Source: an optimization exercise on an open RTL-to-GDS flow (aim: small area). Production flows keep margins and buffers that such runs may drop. At most, simulation tests tie the RTL to the original design; equivalence was not proved. Function not checked in run 2: the RTL went through the layout flow alone. Power and IR drop assume default switching activity.

## flow/design.v (module list and top-level ports; edited modules follow where they fit)
// module tv80_alu: 356 lines
// module tv80_reg: 48 lines
// module tv80_mcode: 2185 lines
// module tv80_core: 1566 lines
// module tv80s: 119 lines
module tv80s ( 
  m1_n, mreq_n, iorq_n, rd_n, wr_n, rfsh_n, halt_n, busak_n, A, dout,
  reset_n, clk, cen, wait_n, int_n, nmi_n, busrq_n, di
  );
  // ...
==> flow/run.sh <==
#!/bin/bash
# synth_recipe.tcl (not shown) runs the flow's synth.tcl, then flattens the netlist and writes it again
# the make line also repeats each setting of config.mk as NAME=value (left out here)
make -C /OpenROAD-flow-scripts/flow DESIGN_CONFIG=/design/flow/config.mk WORK_HOME=/design/flow/orfs CLKGATE_MAP_FILE= SYNTH_SCRIPT=/design/flow/synth_recipe.tcl finish
==> flow/config.mk <==
export PLATFORM = sky130hd
export DESIGN_NAME = tv80s
export DESIGN_NICKNAME = tv80s
export VERILOG_FILES = /design/flow/design.v
export SDC_FILE = /design/flow/constraint.sdc
export NUM_CORES = 4
export LEC_CHECK = 0
export CAP_MARGIN = 20
export CORE_MARGIN = 2
export CORE_UTILIZATION = 40
export SLEW_MARGIN = 20
==> flow/constraint.sdc <==
create_clock -name core_clock -period 12.0 [get_ports {clk}]
set_input_delay 2.4000 -clock core_clock [delete_from_list [all_inputs] [get_ports {clk}]]
set_output_delay 2.4000 -clock core_clock [all_outputs]
set_load 0.01 [all_outputs]
==> results.json, run 1 <==
{
  "cts_max_path_buffers": 3,
  "io_pins": 47,
  "p_comb_mw": 4.54,
  "crit_fanout": 29,
  "power_leader": "combinational cells",
  "leakage_nw": 13.5,
  "synth-xor-area-share_pct": 3.04,
  "netlist_area_sq_um": 33200,
  "cp_data_arrival_time_ns": 10.24,
  "clk-power_mw": 1.44,
  "coreArea_sq_um": 82100,
  "cts.sinks": 350,
  "worst_slew_pin_slew_ns": 1.26,
  "grt_pass1_wl_um": 275000,
  "synth_cells": 4187,
  "nFillCells": 8233,
  "met3_length_um": 27000,
  "fin_cells": 5234,
  "status": "timing/DRC/antenna clean",
  "rr_startpoint": "i_tv80_core.IR[6]$_DFFE_PN0P_",
  "startpoint": "i_tv80_core.IR[6]$_DFFE_PN0P_",
  "vias_per_cell": 7.26,
  "buffers": 218,
  "avgRoutedWirePerCell_um": 37.8,
  "synth_top_family_by_area": "compound AO/OA/AOI/OAI gates",
  "finalCoreUtilization_pct": 44.7,
  "yosys-top-cells-area": "edfxtp_1, dfrtp_1, a21oi_1, nand2_1, nor2_1",
  "cts_root_buf": "clkbuf_16",
  "dr.pass1.iters": 9,
  "cts_htree_levels": 2,
  "timing.fmax_mhz": 101,
  "synth_simple_gate_area_share_pct": 21.1,
  "clock_skew_ns": 0.0459,
  "num-clock-buffers": 50,
  "yosysTopAreaCell": "edfxtp_1",
  "start_util_pct": 40.4,
  "synth_commonest_cells": "nand2_1, nor2_1, a21oi_1",
  "multi_input_area_share_pct": 58.6,
  "clock_latency_ns": 0.62
}
==> module tv80_alu, before the edit <==
module tv80_alu ( 
  Q, F_Out, 
  Arith16, Z16, ALU_Op, IR, ISet, BusA, BusB, F_In
  );
  parameter		Mode   = 0;
  parameter		Flag_C = 0;
  parameter		Flag_N = 1;
  parameter		Flag_P = 2;
  parameter		Flag_X = 3;
  parameter		Flag_H = 4;
  parameter		Flag_Y = 5;
  parameter		Flag_Z = 6;
  parameter		Flag_S = 7;
  input 		Arith16;
  input 		Z16;
  input [3:0]           ALU_Op ;
  input [5:0]           IR;
  input [1:0]           ISet;
  input [7:0]           BusA;
  input [7:0]           BusB;
  input [7:0]           F_In;
  output [7:0]          Q;
  output [7:0]          F_Out;
  reg [7:0]             Q;
  reg [7:0]             F_Out;
  function [4:0] AddSub4;
    input [3:0] A;
    input [3:0] B;
    input Sub;
    input Carry_In;
    begin
      AddSub4 = { 1'b0, A } + { 1'b0, (Sub)?~B:B } + {4'h0,Carry_In};
    end
  endfunction  
  function [3:0] AddSub3;
    input [2:0] A;
    input [2:0] B;
    input Sub;
    input Carry_In;
    begin
      AddSub3 = { 1'b0, A } + { 1'b0, (Sub)?~B:B } + {3'h0,Carry_In};
    end
  endfunction  
  function [1:0] AddSub1;
    input A;
    input B;
    input Sub;
    input Carry_In;
    begin
      AddSub1 = { 1'b0, A } + { 1'b0, (Sub)?~B:B } + {1'h0,Carry_In};
    end
  endfunction  
  reg UseCarry;
  reg Carry7_v;
  reg OverFlow_v;
  reg HalfCarry_v;
  reg Carry_v;
  reg [7:0] Q_v;
  reg [7:0] BitMask;
  always @( ALU_Op or BusA or BusB or F_In or IR)
    begin
      case (IR[5:3])
        3'b000 : BitMask = 8'b00000001;
        3'b001 : BitMask = 8'b00000010;
        3'b010 : BitMask = 8'b00000100; 
        3'b011 : BitMask = 8'b00001000; 
        3'b100 : BitMask = 8'b00010000; 
        3'b101 : BitMask = 8'b00100000; 
        3'b110 : BitMask = 8'b01000000; 
        default: BitMask = 8'b10000000; 
      endcase  
      UseCarry = ~ ALU_Op[2] && ALU_Op[0];
      { HalfCarry_v, Q_v[3:0] } = AddSub4(BusA[3:0], BusB[3:0], ALU_Op[1], ALU_Op[1] ^ (UseCarry && F_In[Flag_C]) );
      { Carry7_v, Q_v[6:4]  } = AddSub3(BusA[6:4], BusB[6:4], ALU_Op[1], HalfCarry_v);
      { Carry_v, Q_v[7] } = AddSub1(BusA[7], BusB[7], ALU_Op[1], Carry7_v);
      OverFlow_v = Carry_v ^ Carry7_v;
    end  
  reg [7:0] Q_t;
  reg [8:0] DAA_Q;
  always @ ( ALU_Op or Arith16 or BitMask or BusA or BusB
	    or Carry_v or F_In or HalfCarry_v or IR or ISet
	    or OverFlow_v or Q_v or Z16)
    begin
      Q_t = 8'hxx;
      DAA_Q = {9{1'bx}};
      F_Out = F_In;
      case (ALU_Op)
	4'b0000, 4'b0001,  4'b0010, 4'b0011, 4'b0100, 4'b0101, 4'b0110, 4'b0111 :
          begin
	    F_Out[Flag_N] = 1'b0;
	    F_Out[Flag_C] = 1'b0;
	    case (ALU_Op[2:0])
	      3'b000, 3'b001 :  
                begin
		  Q_t = Q_v;
		  F_Out[Flag_C] = Carry_v;
		  F_Out[Flag_H] = HalfCarry_v;
		  F_Out[Flag_P] = OverFlow_v;
                end
	      3'b010, 3'b011, 3'b111 :  
                begin
		  Q_t = Q_v;
		  F_Out[Flag_N] = 1'b1;
		  F_Out[Flag_C] = ~ Carry_v;
		  F_Out[Flag_H] = ~ HalfCarry_v;
		  F_Out[Flag_P] = OverFlow_v;
                end
	      3'b100 :  
                begin
		  Q_t[7:0] = BusA & BusB;
		  F_Out[Flag_H] = 1'b1;
                end
	      3'b101 :  
                begin
		  Q_t[7:0] = BusA ^ BusB;
		  F_Out[Flag_H] = 1'b0;
                end
	      default :  
                begin
		  Q_t[7:0] = BusA | BusB;
		  F_Out[Flag_H] = 1'b0;
                end
	    endcase  
	    if (ALU_Op[2:0] == 3'b111 ) 
              begin  
		F_Out[Flag_X] = BusB[3];
		F_Out[Flag_Y] = BusB[5];
	      end 
            else 
              begin
		F_Out[Flag_X] = Q_t[3];
		F_Out[Flag_Y] = Q_t[5];
	      end
	    if (Q_t[7:0] == 8'b00000000 ) 
              begin
		F_Out[Flag_Z] = 1'b1;
		if (Z16 == 1'b1 ) 
                  begin
		    F_Out[Flag_Z] = F_In[Flag_Z];	 
		  end
	      end 
            else 
              begin
		F_Out[Flag_Z] = 1'b0;
	      end  
	    F_Out[Flag_S] = Q_t[7];
	    case (ALU_Op[2:0])
	      3'b000, 3'b001, 3'b010, 3'b011, 3'b111 :  
                ;
	      default :
	        F_Out[Flag_P] = ~(^Q_t);                    
	    endcase  
	    if (Arith16 == 1'b1 ) 
              begin
		F_Out[Flag_S] = F_In[Flag_S];
		F_Out[Flag_Z] = F_In[Flag_Z];
		F_Out[Flag_P] = F_In[Flag_P];
	      end
          end  
	4'b1100 :
          begin
	    F_Out[Flag_H] = F_In[Flag_H];
	    F_Out[Flag_C] = F_In[Flag_C];
	    DAA_Q[7:0] = BusA;
	    DAA_Q[8] = 1'b0;
	    if (F_In[Flag_N] == 1'b0 ) 
              begin
		if (DAA_Q[3:0] > 9 || F_In[Flag_H] == 1'b1 ) 
                  begin
		    if ((DAA_Q[3:0] > 9) ) 
                      begin
			F_Out[Flag_H] = 1'b1;
		      end 
                    else 
                      begin
			F_Out[Flag_H] = 1'b0;
		      end
		    DAA_Q = DAA_Q + 6;
		  end  
		if (DAA_Q[8:4] > 9 || F_In[Flag_C] == 1'b1 ) 
                  begin
		    DAA_Q = DAA_Q + 96;  
		  end
	      end 
            else 
              begin
		if (DAA_Q[3:0] > 9 || F_In[Flag_H] == 1'b1 ) 
                  begin
		    if (DAA_Q[3:0] > 5 ) 
                      begin
			F_Out[Flag_H] = 1'b0;
		      end
		    DAA_Q[7:0] = DAA_Q[7:0] - 6;
		  end
		if (BusA > 153 || F_In[Flag_C] == 1'b1 ) 
                  begin
		    DAA_Q = DAA_Q - 352;  
		  end
	      end  
	    F_Out[Flag_X] = DAA_Q[3];
	    F_Out[Flag_Y] = DAA_Q[5];
	    F_Out[Flag_C] = F_In[Flag_C] || DAA_Q[8];
	    Q_t = DAA_Q[7:0];
	    if (DAA_Q[7:0] == 8'b00000000 ) 
              begin
		F_Out[Flag_Z] = 1'b1;
	      end 
            else 
              begin
		F_Out[Flag_Z] = 1'b0;
	      end
	    F_Out[Flag_S] = DAA_Q[7];
	    F_Out[Flag_P] = ~ (^DAA_Q);
          end  
	4'b1101, 4'b1110 :
          begin
	    Q_t[7:4] = BusA[7:4];
	    if (ALU_Op[0] == 1'b1 ) 
              begin
		Q_t[3:0] = BusB[7:4];
	      end 
            else 
              begin
		Q_t[3:0] = BusB[3:0];
	      end
	    F_Out[Flag_H] = 1'b0;
	    F_Out[Flag_N] = 1'b0;
	    F_Out[Flag_X] = Q_t[3];
	    F_Out[Flag_Y] = Q_t[5];
	    if (Q_t[7:0] == 8'b00000000 ) 
              begin
		F_Out[Flag_Z] = 1'b1;
	      end 
            else 
              begin
		F_Out[Flag_Z] = 1'b0;
	      end
	    F_Out[Flag_S] = Q_t[7];
            F_Out[Flag_P] = ~(^Q_t);
          end  
	4'b1001 :
          begin
	    Q_t[7:0] = BusB & BitMask;
	    F_Out[Flag_S] = Q_t[7];
	    if (Q_t[7:0] == 8'b00000000 ) 
              begin
		F_Out[Flag_Z] = 1'b1;
		F_Out[Flag_P] = 1'b1;
	      end 
            else 
              begin
		F_Out[Flag_Z] = 1'b0;
		F_Out[Flag_P] = 1'b0;
	      end
	    F_Out[Flag_H] = 1'b1;
	    F_Out[Flag_N] = 1'b0;
	    F_Out[Flag_X] = 1'b0;
	    F_Out[Flag_Y] = 1'b0;
	    if (IR[2:0] != 3'b110 ) 
              begin
		F_Out[Flag_X] = BusB[3];
		F_Out[Flag_Y] = BusB[5];
	      end
          end  
	4'b1010 :
	  Q_t[7:0] = BusB | BitMask;
	4'b1011 :
	  Q_t[7:0] = BusB & ~ BitMask;
	4'b1000 :
          begin
	    case (IR[5:3])
	      3'b000 :  
                begin
		  Q_t[7:1] = BusA[6:0];
		  Q_t[0] = BusA[7];
		  F_Out[Flag_C] = BusA[7];
                end
	      3'b010 :  
                begin
		  Q_t[7:1] = BusA[6:0];
		  Q_t[0] = F_In[Flag_C];
		  F_Out[Flag_C] = BusA[7];
                end
	      3'b001 :  
                begin
		  Q_t[6:0] = BusA[7:1];
		  Q_t[7] = BusA[0];
		  F_Out[Flag_C] = BusA[0];
                end
	      3'b011 :  
                begin                        
		  Q_t[6:0] = BusA[7:1];
		  Q_t[7] = F_In[Flag_C];
		  F_Out[Flag_C] = BusA[0];
                end
	      3'b100 :  
                begin
		  Q_t[7:1] = BusA[6:0];
		  Q_t[0] = 1'b0;
		  F_Out[Flag_C] = BusA[7];
                end
	      3'b110 :  
                begin
		  if (Mode == 3 ) 
                    begin
		      Q_t[7:4] = BusA[3:0];
		      Q_t[3:0] = BusA[7:4];
		      F_Out[Flag_C] = 1'b0;                            
		    end 
                  else 
                    begin
		      Q_t[7:1] = BusA[6:0];
		      Q_t[0] = 1'b1;
		      F_Out[Flag_C] = BusA[7];
		    end  
                end  
	      3'b101 :  
                begin
		  Q_t[6:0] = BusA[7:1];
		  Q_t[7] = BusA[7];
		  F_Out[Flag_C] = BusA[0];
                end
	      default :  
                begin
		  Q_t[6:0] = BusA[7:1];
		  Q_t[7] = 1'b0;
		  F_Out[Flag_C] = BusA[0];
                end
	    endcase  
	    F_Out[Flag_H] = 1'b0;
	    F_Out[Flag_N] = 1'b0;
	    F_Out[Flag_X] = Q_t[3];
	    F_Out[Flag_Y] = Q_t[5];
	    F_Out[Flag_S] = Q_t[7];
	    if (Q_t[7:0] == 8'b00000000 ) 
              begin
		F_Out[Flag_Z] = 1'b1;
	      end 
            else 
              begin
		F_Out[Flag_Z] = 1'b0;
	      end
            F_Out[Flag_P] = ~(^Q_t);
	    if (ISet == 2'b00 ) 
              begin
		F_Out[Flag_P] = F_In[Flag_P];
		F_Out[Flag_S] = F_In[Flag_S];
		F_Out[Flag_Z] = F_In[Flag_Z];
	      end
          end  
	default :
	  ;
      endcase  
      Q = Q_t;
    end  
endmodule  
==> run 2: changes to the inputs <==
--- a/flow/design.v
+++ b/flow/design.v
@@ -1,10 +1,10 @@
 module tv80_alu ( 
-  Q, F_Out, 
+  Q, F_Out,
   Arith16, Z16, ALU_Op, IR, ISet, BusA, BusB, F_In
   );
   parameter		Mode   = 0;
   parameter		Flag_C = 0;
   parameter		Flag_N = 1;
   parameter		Flag_P = 2;
   parameter		Flag_X = 3;
   parameter		Flag_H = 4;
@@ -18,346 +18,147 @@
   input [1:0]           ISet;
   input [7:0]           BusA;
   input [7:0]           BusB;
   input [7:0]           F_In;
   output [7:0]          Q;
   output [7:0]          F_Out;
   reg [7:0]             Q;
   reg [7:0]             F_Out;
-  function [4:0] AddSub4;
-    input [3:0] A;
-    input [3:0] B;
-    input Sub;
-    input Carry_In;
-    begin
-      AddSub4 = { 1'b0, A } + { 1'b0, (Sub)?~B:B } + {4'h0,Carry_In};
-    end
-  endfunction  
-  function [3:0] AddSub3;
-    input [2:0] A;
-    input [2:0] B;
-    input Sub;
-    input Carry_In;
-    begin
-      AddSub3 = { 1'b0, A } + { 1'b0, (Sub)?~B:B } + {3'h0,Carry_In};
+  wire op_arith = ~ALU_Op[3] & ~(ALU_Op[2] & ~(ALU_Op[1] & ALU_Op[0]));  
+  wire op_logic = ~ALU_Op[3] & ALU_Op[2] & ~(ALU_Op[1] & ALU_Op[0]);     
+  wire op_daa   = ALU_Op == 4'b1100;
+  wire op_rot   = ALU_Op == 4'b1000;
+  wire op_bit   = ALU_Op == 4'b1001;
+  wire op_set   = ALU_Op == 4'b1010;
+  wire op_res   = ALU_Op == 4'b1011;
+  wire op_rxd   = ALU_Op == 4'b1101 || ALU_Op == 4'b1110;
+  wire op_cp    = ALU_Op[2:0] == 3'b111;
+  wire fc = F_In[Flag_C];
+  wire fh = F_In[Flag_H];
+  wire fn = F_In[Flag_N];
+  wire       lo_gt9  = BusA[3] & (BusA[2] | BusA[1]);
+  wire       hi_gt9  = BusA[7] & (BusA[6] | BusA[5]);
+  wire       hi_eq9  = BusA[7] & ~BusA[6] & ~BusA[5] & BusA[4];
+  wire       lowc    = lo_gt9 | fh;
+  wire       highc   = fc | (fn ? (BusA > 8'd153) : (hi_gt9 | (hi_eq9 & lo_gt9)));
+  wire       sub     = op_daa ? fn : ALU_Op[1];
+  wire       cin     = op_daa ? fn : (ALU_Op[1] ^ (~ALU_Op[2] & ALU_Op[0] & fc));
+  wire [7:0] addb    = op_daa ? {1'b0, highc, highc, 2'b00, lowc, lowc, 1'b0} : BusB;
+  wire [7:0] bx      = addb ^ {8{sub}};
+  wire [4:0] s_lo    = {1'b0, BusA[3:0]} + {1'b0, bx[3:0]} + {4'b0, cin};
+  wire [3:0] s_mid   = {1'b0, BusA[6:4]} + {1'b0, bx[6:4]} + {3'b0, s_lo[4]};
+  wire [1:0] s_hi    = {1'b0, BusA[7]} + {1'b0, bx[7]} + {1'b0, s_mid[3]};
+  wire [7:0] sum     = {s_hi[0], s_mid[2:0], s_lo[3:0]};
+  wire       hc      = s_lo[4];
+  wire       c7      = s_mid[3];
+  wire       cy      = s_hi[1];
+  wire [7:0] mask    = 8'b1 << IR[5:3];
+  wire       bitop   = ALU_Op[3];
+  wire [7:0] lx      = bitop ? (op_res ? ~mask : mask) : BusA;
+  wire       l_and   = bitop ? ~op_set : (ALU_Op[1:0] == 2'b00);
+  wire       l_xor   = ~bitop & (ALU_Op[1:0] == 2'b01);
+  wire [7:0] lq      = l_and ? (lx & BusB) : l_xor ? (lx ^ BusB) : (lx | BusB);
+  reg        inL, inR;
+  always @*
+    begin
+      case (IR[5:4])
+        2'b00 : inL = BusA[7];
+        2'b01 : inL = fc;
+        2'b10 : inL = 1'b0;
+        default : inL = 1'b1;
+      endcase
+      case (IR[5:4])
+        2'b00 : inR = BusA[0];
+        2'b01 : inR = fc;
+        2'b10 : inR = BusA[7];
+        default : inR = 1'b0;
+      endcase
     end
-  endfunction  
-  function [1:0] AddSub1;
-    input A;
-    input B;
-    input Sub;
-    input Carry_In;
-    begin
-      AddSub1 = { 1'b0, A } + { 1'b0, (Sub)?~B:B } + {1'h0,Carry_In};
+  wire       left    = ~IR[3];
+  wire [7:0] rq      = left ? {BusA[6:0], inL} : {inR, BusA[7:1]};
+  wire [7:0] xq      = {BusA[7:4], ALU_Op[0] ? BusB[7:4] : BusB[3:0]};
+  reg [7:0]  Q_t;
+  always @*
+    begin
+      if (op_arith | op_daa)
+        Q_t = sum;
+      else if (op_rot)
+        Q_t = rq;
+      else if (op_rxd)
+        Q_t = xq;
+      else
+        Q_t = lq;
     end
-  endfunction  
-  reg UseCarry;
-  reg Carry7_v;
-  reg OverFlow_v;
-  reg HalfCarry_v;
-  reg Carry_v;
-  reg [7:0] Q_v;
-  reg [7:0] BitMask;
-  always @( ALU_Op or BusA or BusB or F_In or IR)
-    begin
-      case (IR[5:3])
-        3'b000 : BitMask = 8'b00000001;
-        3'b001 : BitMask = 8'b00000010;
-        3'b010 : BitMask = 8'b00000100; 
-        3'b011 : BitMask = 8'b00001000; 
-        3'b100 : BitMask = 8'b00010000; 
-        3'b101 : BitMask = 8'b00100000; 
-        3'b110 : BitMask = 8'b01000000; 
-        default: BitMask = 8'b10000000; 
-      endcase  
-      UseCarry = ~ ALU_Op[2] && ALU_Op[0];
-      { HalfCarry_v, Q_v[3:0] } = AddSub4(BusA[3:0], BusB[3:0], ALU_Op[1], ALU_Op[1] ^ (UseCarry && F_In[Flag_C]) );
-      { Carry7_v, Q_v[6:4]  } = AddSub3(BusA[6:4], BusB[6:4], ALU_Op[1], HalfCarry_v);
-      { Carry_v, Q_v[7] } = AddSub1(BusA[7], BusB[7], ALU_Op[1], Carry7_v);
-      OverFlow_v = Carry_v ^ Carry7_v;
-    end  
-  reg [7:0] Q_t;
-  reg [8:0] DAA_Q;
-  always @ ( ALU_Op or Arith16 or BitMask or BusA or BusB
-	    or Carry_v or F_In or HalfCarry_v or IR or ISet
-	    or OverFlow_v or Q_v or Z16)
+  wire       zero    = (Q_t == 8'h00);
+  wire       par     = ~(^Q_t);
+  wire       x_ge60  = lowc ? ((BusA >= 8'h66) | (BusA < 8'h06)) : (BusA >= 8'h60);
+  wire       daa8    = fn ? (highc & x_ge60) : cy;
+  always @*
     begin
-      Q_t = 8'hxx;
-      DAA_Q = {9{1'bx}};
-      F_Out = F_In;
-      case (ALU_Op)
-	4'b0000, 4'b0001,  4'b0010, 4'b0011, 4'b0100, 4'b0101, 4'b0110, 4'b0111 :
-          begin
-	    F_Out[Flag_N] = 1'b0;
-	    F_Out[Flag_C] = 1'b0;
-	    case (ALU_Op[2:0])
-	      3'b000, 3'b001 :  
-                begin
-		  Q_t = Q_v;
-		  F_Out[Flag_C] = Carry_v;
-		  F_Out[Flag_H] = HalfCarry_v;
-		  F_Out[Flag_P] = OverFlow_v;
-                end
-	      3'b010, 3'b011, 3'b111 :  
-                begin
-		  Q_t = Q_v;
-		  F_Out[Flag_N] = 1'b1;
-		  F_Out[Flag_C] = ~ Carry_v;
-		  F_Out[Flag_H] = ~ HalfCarry_v;
-		  F_Out[Flag_P] = OverFlow_v;
-                end
-	      3'b100 :  
-                begin
-		  Q_t[7:0] = BusA & BusB;
-		  F_Out[Flag_H] = 1'b1;
-                end
-	      3'b101 :  
-                begin
-		  Q_t[7:0] = BusA ^ BusB;
-		  F_Out[Flag_H] = 1'b0;
-                end
-	      default :  
-                begin
-		  Q_t[7:0] = BusA | BusB;
-		  F_Out[Flag_H] = 1'b0;
-                end
-	    endcase  
-	    if (ALU_Op[2:0] == 3'b111 ) 
-              begin  
-		F_Out[Flag_X] = BusB[3];
-		F_Out[Flag_Y] = BusB[5];
-	      end 
-            else 
-              begin
-		F_Out[Flag_X] = Q_t[3];
-		F_Out[Flag_Y] = Q_t[5];
-	      end
-	    if (Q_t[7:0] == 8'b00000000 ) 
-              begin
-		F_Out[Flag_Z] = 1'b1;
-		if (Z16 == 1'b1 ) 
-                  begin
-		    F_Out[Flag_Z] = F_In[Flag_Z];	 
-		  end
-	      end 
-            else 
-              begin
-		F_Out[Flag_Z] = 1'b0;
-	      end  
-	    F_Out[Flag_S] = Q_t[7];
-	    case (ALU_Op[2:0])
-	      3'b000, 3'b001, 3'b010, 3'b011, 3'b111 :  
-                ;
-	      default :
-	        F_Out[Flag_P] = ~(^Q_t);                    
-	    endcase  
-	    if (Arith16 == 1'b1 ) 
-              begin
-		F_Out[Flag_S] = F_In[Flag_S];
-		F_Out[Flag_Z] = F_In[Flag_Z];
-		F_Out[Flag_P] = F_In[Flag_P];
-	      end
-          end  
-	4'b1100 :
-          begin
-	    F_Out[Flag_H] = F_In[Flag_H];
-	    F_Out[Flag_C] = F_In[Flag_C];
-	    DAA_Q[7:0] = BusA;
-	    DAA_Q[8] = 1'b0;
-	    if (F_In[Flag_N] == 1'b0 ) 
-              begin
-		if (DAA_Q[3:0] > 9 || F_In[Flag_H] == 1'b1 ) 
-                  begin
-		    if ((DAA_Q[3:0] > 9) ) 
-                      begin
-			F_Out[Flag_H] = 1'b1;
-		      end 
-                    else 
-                      begin
-			F_Out[Flag_H] = 1'b0;
-		      end
-		    DAA_Q = DAA_Q + 6;
-		  end  
-		if (DAA_Q[8:4] > 9 || F_In[Flag_C] == 1'b1 ) 
-                  begin
-		    DAA_Q = DAA_Q + 96;  
-		  end
-	      end 
-            else 
-              begin
-		if (DAA_Q[3:0] > 9 || F_In[Flag_H] == 1'b1 ) 
-                  begin
-		    if (DAA_Q[3:0] > 5 ) 
-                      begin
-			F_Out[Flag_H] = 1'b0;
-		      end
-		    DAA_Q[7:0] = DAA_Q[7:0] - 6;
-		  end
-		if (BusA > 153 || F_In[Flag_C] == 1'b1 ) 
-                  begin
-		    DAA_Q = DAA_Q - 352;  
-		  end
-	      end  
-	    F_Out[Flag_X] = DAA_Q[3];
-	    F_Out[Flag_Y] = DAA_Q[5];
-	    F_Out[Flag_C] = F_In[Flag_C] || DAA_Q[8];
-	    Q_t = DAA_Q[7:0];
-	    if (DAA_Q[7:0] == 8'b00000000 ) 
-              begin
-		F_Out[Flag_Z] = 1'b1;
-	      end 
-            else 
-              begin
-		F_Out[Flag_Z] = 1'b0;
-	      end
-	    F_Out[Flag_S] = DAA_Q[7];
-	    F_Out[Flag_P] = ~ (^DAA_Q);
-          end  
-	4'b1101, 4'b1110 :
-          begin
-	    Q_t[7:4] = BusA[7:4];
-	    if (ALU_Op[0] == 1'b1 ) 
-              begin
-		Q_t[3:0] = BusB[7:4];
-	      end 
-            else 
-              begin
-		Q_t[3:0] = BusB[3:0];
-	      end
-	    F_Out[Flag_H] = 1'b0;
-	    F_Out[Flag_N] = 1'b0;
-	    F_Out[Flag_X] = Q_t[3];
-	    F_Out[Flag_Y] = Q_t[5];
-	    if (Q_t[7:0] == 8'b00000000 ) 
-              begin
-		F_Out[Flag_Z] = 1'b1;
-	      end 
-            else 
-              begin
-		F_Out[Flag_Z] = 1'b0;
-	      end
-	    F_Out[Flag_S] = Q_t[7];
-            F_Out[Flag_P] = ~(^Q_t);
-          end  
-	4'b1001 :
-          begin
-	    Q_t[7:0] = BusB & BitMask;
-	    F_Out[Flag_S] = Q_t[7];
-	    if (Q_t[7:0] == 8'b00000000 ) 
-              begin
-		F_Out[Flag_Z] = 1'b1;
-		F_Out[Flag_P] = 1'b1;
-	      end 
-            else 
-              begin
-		F_Out[Flag_Z] = 1'b0;
-		F_Out[Flag_P] = 1'b0;
-	      end
-	    F_Out[Flag_H] = 1'b1;
-	    F_Out[Flag_N] = 1'b0;
-	    F_Out[Flag_X] = 1'b0;
-	    F_Out[Flag_Y] = 1'b0;
-	    if (IR[2:0] != 3'b110 ) 
-              begin
-		F_Out[Flag_X] = BusB[3];
-		F_Out[Flag_Y] = BusB[5];
-	      end
-          end  
-	4'b1010 :
-	  Q_t[7:0] = BusB | BitMask;
-	4'b1011 :
-	  Q_t[7:0] = BusB & ~ BitMask;
-	4'b1000 :
-          begin
-	    case (IR[5:3])
-	      3'b000 :  
-                begin
-		  Q_t[7:1] = BusA[6:0];
-		  Q_t[0] = BusA[7];
-		  F_Out[Flag_C] = BusA[7];
-                end
-	      3'b010 :  
-                begin
-		  Q_t[7:1] = BusA[6:0];
-		  Q_t[0] = F_In[Flag_C];
-		  F_Out[Flag_C] = BusA[7];
-                end
-	      3'b001 :  
-                begin
-		  Q_t[6:0] = BusA[7:1];
-		  Q_t[7] = BusA[0];
-		  F_Out[Flag_C] = BusA[0];
-                end
-	      3'b011 :  
-                begin                        
-		  Q_t[6:0] = BusA[7:1];
-		  Q_t[7] = F_In[Flag_C];
-		  F_Out[Flag_C] = BusA[0];
-                end
-	      3'b100 :  
-                begin
-		  Q_t[7:1] = BusA[6:0];
-		  Q_t[0] = 1'b0;
-		  F_Out[Flag_C] = BusA[7];
-                end
-	      3'b110 :  
-                begin
-		  if (Mode == 3 ) 
-                    begin
-		      Q_t[7:4] = BusA[3:0];
-		      Q_t[3:0] = BusA[7:4];
-		      F_Out[Flag_C] = 1'b0;                            
-		    end 
-                  else 
-                    begin
-		      Q_t[7:1] = BusA[6:0];
-		      Q_t[0] = 1'b1;
-		      F_Out[Flag_C] = BusA[7];
-		    end  
-                end  
-	      3'b101 :  
-                begin
-		  Q_t[6:0] = BusA[7:1];
-		  Q_t[7] = BusA[7];
-		  F_Out[Flag_C] = BusA[0];
-                end
-	      default :  
-                begin
-		  Q_t[6:0] = BusA[7:1];
-		  Q_t[7] = 1'b0;
-		  F_Out[Flag_C] = BusA[0];
-                end
-	    endcase  
-	    F_Out[Flag_H] = 1'b0;
-	    F_Out[Flag_N] = 1'b0;
-	    F_Out[Flag_X] = Q_t[3];
-	    F_Out[Flag_Y] = Q_t[5];
-	    F_Out[Flag_S] = Q_t[7];
-	    if (Q_t[7:0] == 8'b00000000 ) 
-              begin
-		F_Out[Flag_Z] = 1'b1;
-	      end 
-            else 
-              begin
-		F_Out[Flag_Z] = 1'b0;
-	      end
-            F_Out[Flag_P] = ~(^Q_t);
-	    if (ISet == 2'b00 ) 
-              begin
-		F_Out[Flag_P] = F_In[Flag_P];
-		F_Out[Flag_S] = F_In[Flag_S];
-		F_Out[Flag_Z] = F_In[Flag_Z];
-	      end
-          end  
-	default :
-	  ;
-      endcase  
       Q = Q_t;
-    end  
+      F_Out = F_In;
+      if (~ALU_Op[3])
+        begin
+          F_Out[Flag_N] = op_arith & ALU_Op[1];
+          F_Out[Flag_C] = op_arith & (cy ^ ALU_Op[1]);
+          F_Out[Flag_H] = op_arith ? (hc ^ ALU_Op[1]) : (ALU_Op[1:0] == 2'b00);
+          F_Out[Flag_X] = op_cp ? BusB[3] : Q_t[3];
+          F_Out[Flag_Y] = op_cp ? BusB[5] : Q_t[5];
+          if (Arith16)
+            begin
+              F_Out[Flag_S] = F_In[Flag_S];
+              F_Out[Flag_Z] = F_In[Flag_Z];
+              F_Out[Flag_P] = F_In[Flag_P];
+            end
+          else
+            begin
+              F_Out[Flag_S] = Q_t[7];
+              F_Out[Flag_Z] = zero & ~(Z16 & ~F_In[Flag_Z]);
+              F_Out[Flag_P] = op_arith ? (cy ^ c7) : par;
+            end
+        end
+      else if (op_daa)
+        begin
+          F_Out[Flag_H] = fn ? (fh & ~(BusA[3:0] > 4'd5)) : lo_gt9;
+          F_Out[Flag_C] = fc | daa8;
+          F_Out[Flag_X] = Q_t[3];
+          F_Out[Flag_Y] = Q_t[5];
+          F_Out[Flag_Z] = zero;
+          F_Out[Flag_S] = Q_t[7];
+          F_Out[Flag_P] = par ^ daa8;
+        end
+      else if (op_rot | op_rxd)
+        begin
+          if (op_rot)
+            F_Out[Flag_C] = left ? BusA[7] : BusA[0];
+          F_Out[Flag_H] = 1'b0;
+          F_Out[Flag_N] = 1'b0;
+          F_Out[Flag_X] = Q_t[3];
+          F_Out[Flag_Y] = Q_t[5];
+          if (op_rot && ISet == 2'b00)
+            ;
+          else
+            begin
+              F_Out[Flag_S] = Q_t[7];
+              F_Out[Flag_Z] = zero;
+              F_Out[Flag_P] = par;
+            end
+        end
+      else if (op_bit)
+        begin
+          F_Out[Flag_S] = Q_t[7];
+          F_Out[Flag_Z] = zero;
+          F_Out[Flag_P] = zero;
+          F_Out[Flag_H] = 1'b1;
+          F_Out[Flag_N] = 1'b0;
+          F_Out[Flag_X] = (IR[2:0] != 3'b110) & BusB[3];
+          F_Out[Flag_Y] = (IR[2:0] != 3'b110) & BusB[5];
+        end
+    end
 endmodule  
 module tv80_reg ( 
   DOBH, DOAL, DOCL, DOBL, DOCH, DOAH, 
   AddrC, AddrA, AddrB, DIH, DIL, clk, CEN, WEH, WEL
   );
     input  [2:0] AddrC;
     output [7:0] DOBH;
     input  [2:0] AddrA;
@@ -2658,17 +2459,16 @@
   reg [2:0]     RegAddrB;
   reg [2:0]     RegAddrC;
   reg           RegWEH;
   reg           RegWEL;
   reg           Alternate;
   reg [15:0]    TmpAddr;         
   reg [7:0]     IR;              
   reg [1:0]     ISet;            
-  reg [15:0]    RegBusA_r;
   reg [15:0]    ID16;
   reg [7:0]     Save_Mux;
   reg [2:0]     tst;    
   reg [2:0]     mcyc;   
   wire [6:0]    tstate = 7'b1 << tst;
   wire [6:0]    mcycle = 7'b1 << (mcyc - 3'd1);
   reg           last_mcycle, last_tstate;
   reg           IntE_FF1;
@@ -3760,17 +3560,16 @@
                 begin
                   IncDecZ <= 1'b0;
                 end
               else
                 begin
                   IncDecZ <= 1'b1;
                 end
             end
-          RegBusA_r <= RegBusA;
         end
     end  
   always @( Alternate or ExchangeDH or IncDec_16
 	   or RegAddrA_r or RegAddrB_r or XY_State or mcycle or tstate)
     begin
       if ((tstate[2] || (tstate[3] && mcycle[0] && IncDec_16[2] == 1'b1)) && XY_State == 2'b00)
         RegAddrA = { Alternate, IncDec_16[1:0] };
       else if ((tstate[2] || (tstate[3] && mcycle[0] && IncDec_16[2] == 1'b1)) && IncDec_16[1:0] == 2'b10)
@@ -3816,30 +3615,30 @@
               begin
                 RegWEH = 1'b1;
                 RegWEL = 1'b1;
               end  
             default : ;
           endcase
         end
     end  
-  always @( ExchangeDH or ID16 or IncDec_16 or RegBusA_r
+  always @( ExchangeDH or ID16 or IncDec_16 or BusA or BusB
 	   or RegBusB or Save_Mux or mcycle or tstate)
     begin
       RegDIH = Save_Mux;
       RegDIL = Save_Mux;
       if (ExchangeDH == 1'b1 && tstate[3] )
         begin
           RegDIH = RegBusB[15:8];
           RegDIL = RegBusB[7:0];
         end
       else if (ExchangeDH == 1'b1 && tstate[4] )
         begin
-          RegDIH = RegBusA_r[15:8];
-          RegDIL = RegBusA_r[7:0];
+          RegDIH = BusA;
+          RegDIL = BusB;
         end
       else if (IncDec_16[2] == 1'b1 && ((tstate[2] && ~mcycle[0]) || (tstate[3] && mcycle[0])) )
         begin
           RegDIH = ID16[15:8];
           RegDIL = ID16[7:0];
         end
     end
   tv80_reg i_reg
@@ -3917,16 +3716,21 @@
               BusA <= SP[7:0];
             4'b1001 :
               BusA <= SP[15:8];
             4'b1010 :
               BusA <= 8'b00000000;
             default :
               BusA <=  8'h0;
           endcase
+          if (ExchangeDH == 1'b1 && tstate[3])
+            begin
+              BusA <= RegBusA[15:8];
+              BusB <= RegBusA[7:0];
+            end
         end
     end
   assign rfsh_n = 1'b1;
   always @( BusAck or Halt_FF or I_DJNZ or IntCycle
 	   or IntE_FF1 or di or iorq_i or mcycle or tstate)
     begin
       mc = mcycle;
       ts = tstate;
==> flow/config.mk (replaced) <==
export PLATFORM = sky130hd
export DESIGN_NAME = tv80s
export DESIGN_NICKNAME = tv80s
export VERILOG_FILES = /design/flow/design.v
export SDC_FILE = /design/flow/constraint.sdc
export NUM_CORES = 4
export LEC_CHECK = 0
export CAP_MARGIN = 20
export CORE_MARGIN = 2
export CORE_UTILIZATION = 40
export GPL_TIMING_DRIVEN = 0
export SLEW_MARGIN = 20
==> results.json, run 2 <==
{
  "grt_pass1_wl_um": 284000,
  "cts_root_buf": "clkbuf_16",
  "synthFlopType": "edfxtp_1",
  "io_pins": 47,
  "max_stage_delay_ns": 0.98,
  "dieWidth_um": 287,
  "hpwlAfterDp_um": 162000,
  "synth_warnings": 5,
  "period_needed_ns": 12.12,
  "avgRoutedWirePerCell_um": 39.2,
  "final_area_sq_um": 36100,
  "holdPathStages": 0,
  "synth_cells": 4087,
  "row_count": 103,
  "leakage_nw": 13.5,
  "cp_top_family": "buffers and inverters",
  "synthArstFlopShare_pct": 27.8,
  "start_util_pct": 40.5,
  "clk_pin_slew_worst_paths_ns": 0.06,
  "syn-num-nets": 4197,
  "clock_skew_ns": 0.0582,
  "synth_edf_count": 241,
  "drv_slew": 0,
  "critical_path_class": "reg2reg",
  "pre_cts_slack_ns": 0.602,
  "clock_latency_ns": 0.64,
  "layout.nets": 4327,
  "cts.sinks": 334,
  "setup_ws_ns": -0.122,
  "gp_congestion": 1.14,
  "ir_drop_mv": 0.180,
  "timing.fmax_mhz": 82.5,
  "rsz0062_at_grt": "false",
  "cp_data_arrival_time_ns": 12.33,
  "status": "failed layout checks",
  "holdBufCountCts": 0,
  "overflow": 0,
  "cts_htree_levels": 2,
  "end_kind": "flip-flop",
  "netlist_area_sq_um": 32000,
  "synth_commonest_cells": "nand2_1, a21oi_1, nor2_1",
  "slew_headroom_pct": 2.60,
  "syn_avg_cell_area_sq_um": 7.84,
  "setup.worst_path.start_class": "flip-flop",
  "coreArea_sq_um": 79100,
  "drc": 0,
  "yosys-top-cells-area": "edfxtp_1, dfrtp_1, a21oi_1, nand2_1, o21ai_0",
  "cts_inserted_buffers": 42,
  "grt.total_usage_pct": 48.8,
  "yosysTopAreaCell": "edfxtp_1",
  "grt_max_degree": 77,
  "crit_cells": 27,
  "hp-class": "reg2reg",
  "r2r_cells": 27,
  "power_density_nw_per_um2": 196,
  "cts_setup_buffers": 0,
  "synth.most_common_cell": "nand2_1",
  "cp_common_cell": "clkbuf_1",
  "die_h_um": 287,
  "reg_top3": "i_tv80_core.i_reg.RegsH: 64 flops, i_tv80_core.i_reg.RegsL: 64 flops",
  "area_growth_pct": 12.6,
  "drt_wl_total_um": 208000,
  "synth.distinct_cells": 103,
  "seq_area_frac_synth_pct": 29.9,
  "worst-path-buf-inv": 13,
  "io_buffers": 45,
  "mostFrequentLayoutCells": "nand2_1, a21oi_1, nor2_1",
  "cap_violations": 0,
  "worst_slew_pin_slew_ns": 1.44,
  "final_common_cell": "nand2_1",
  "drt_iter0_drc": 7620,
  "cts_max_path_buffers": 3,
  "place_area_sq_um": 34500,
  "dr.pass1.iters": 11,
  "die-area_sq_um": 82400,
  "vias_per_cell": 7.42,
  "cp.required_ns": 12.21,
  "antenna_left": 0,
  "failed_checks": "negative setup slack",
  "hold_viol": 0,
  "ys_seq_elements": 334,
  "final_layout_size_suffix_gt1_share_pct": 7.51,
  "crit_fanout": 10,
  "cts_tree": "yes",
  "antenna_found_initial": 17,
  "nFillCells": 8082,
  "synth_top_cell_area_share_pct": 22.6,
  "setup_violations": 8,
  "cp_slowest_cell": "o311ai_0",
  "vias": 39400,
  "period_share_pct": 101,
  "grt_pass1_vias": 35300
}
run 2: changes by cell type in the layout (fill, tap and decap cells not counted), sizes merged, moves of 22 or more:
cell    delta
a21oi     +30
o21ai     +24
buf       -68
clkbuf   +240
a22o      +22
nand2     -46
run 2: worst register-to-register path, cell delays in order (launching register included):
cell,delay [ns]
dfrtp_1,0.59
buf_2,0.30
buf_4,0.22
buf_6,0.22
buf_2,0.28
buf_2,0.31
clkbuf_1,0.87
clkbuf_1,0.82
clkbuf_1,0.85
clkbuf_1,0.72
clkbuf_1,0.58
clkbuf_2,0.62
buf_1,0.80
nand2_1,0.15
xnor2_1,0.17
a21oi_1,0.21
inv_1,0.06
ha_1,0.27
a21oi_1,0.14
o21ai_0,0.12
o21ai_0,0.22
a211oi_1,0.13
a21oi_1,0.48
a211oi_1,0.17
a21oi_2,0.71
nor2_1,0.13
o311ai_0,0.98
o21ai_0,0.62
run 2: metal layers:
layer	routed length (um)	track usage (%)
met5	105	0
met3	35700	23.6
met1	81600	65.9
met2	77900	64.7
met4	12600	22.4
run 2: timing repair:
action | in CTS | in global routing
hold endpoints to repair | 0 | 0
setup endpoints to repair | 0 | 8
resized for setup | 0 | 3
run 2: final timing paths:
| check | endpoint | startpoint | slack, ns |
|---|---|---|---|
| setup / recovery | i_tv80_core.i_reg.RegsL[1][3]$_DFFE_PP_ | i_tv80_core.IR[3]$_DFFE_PN0P_ | -0.12 |
| hold / removal | i_tv80_core.Fp[1]$_DFFE_PP_ | i_tv80_core.F[1]$_DFFE_PP_ | 0.46 |
| setup reg to reg | i_tv80_core.i_reg.RegsL[1][3]$_DFFE_PP_ | i_tv80_core.IR[3]$_DFFE_PN0P_ | -0.12 |
| hold reg to reg | i_tv80_core.Fp[1]$_DFFE_PP_ | i_tv80_core.F[1]$_DFFE_PP_ | 0.46 |
| max in group asynchronous | i_tv80_core.mcyc[0]$_DFFE_PN1P_ | reset_n | 9.59 |
| min in group asynchronous | i_tv80_core.mcycles[1]$_DFFE_PN0P_ | reset_n | 1.68 |
run 2: cells by family (layout without fill, tap and decap cells):
group	after synthesis	count (layout)	share of synthesized area [%]
AO/OA/AOI/OAI	1504	1504	30.3
AND/OR/NAND/NOR	1423	1423	20.9
buffers and inverters	441	603	5.54
flip-flops	334	334	29.9
multiplexers	188	188	6.68
XOR/XNOR	101	101	2.76
adder cells (fa/ha/maj)	95	95	3.90
other	1	10	0.0117
run 2: layout make-up:
class                   count  area [sq um]  share of cell area [%]
diodes                      9          22.5                  0.0625
clock inverters            26           350                   0.971
clock buffers              50          1150                    3.20
flip-flops and latches    334          9570                    26.5
repair buffers             86           850                    2.36
inverters                 136           510                    1.42
well taps                1050          1310                    3.64
plain buffers             305          1270                    3.52
multi-input cells        3312         21000                    58.3
run 2: report_power, final:
| group | internal, mW | total (mW) | switching, mW | leakage, nW |
|---|---|---|---|---|
| clock | 0.828 | 1.41 | 0.579 | 0.739 |
| sequential | 1.43 | 1.65 | 0.213 | 3.32 |
| combinational | 1.22 | 4.02 | 2.79 | 9.44 |
| total | 3.49 | 7.07 | 3.58 | 13.5 |
run 2: per-stage QoR:
stage	total power, mW	setup TNS, ns	util, %	cells	hold slack (ns)
final	7.07	-0.962	45.6	5308	0.459
after global routing	7.21	0	45.5	5299	0.457
after CTS	6.78	0	45.5	5297	0.451
after detailed placement	5.39	0	43.6	5221	0.431
after global placement	5.34	-0.560	42.7	5182	0.426
after floorplan	3.86	0	-	4087	0.424

[re-timing with driven ports]
Ports are ideal in the flow. The routed layouts listed here were re-timed in OpenROAD.
Step 1 (the two cells are an assumption about what drives the block):
set clk [get_ports {clk}]
set_driving_cell -lib_cell sky130_fd_sc_hd__clkbuf_16 $clk
set_driving_cell -lib_cell sky130_fd_sc_hd__buf_2 [delete_from_list [all_inputs] $clk]
Step 2 times the ports against the registers' clock, not the clock port: input delays grow and output delays shrink by t, the midpoint of the rising clock arrivals with the driver on.
a / b / c = ideal / step 1 / step 2; a / b = the first two.
run | t (ns) | setup slack, ns | hold WS [ns] | worst setup path after step 2 | worst data-port slew with drivers (ns)
run 1 | 0.673 | 2.059 / 2.059 / 2.059 | 0.482 / 0.482 / 0.482 | register to register | 0.08
run 2 | 0.677 | -0.122 / -0.122 / -0.122 | 0.459 / 0.459 / 0.459 | register to register | 0.04
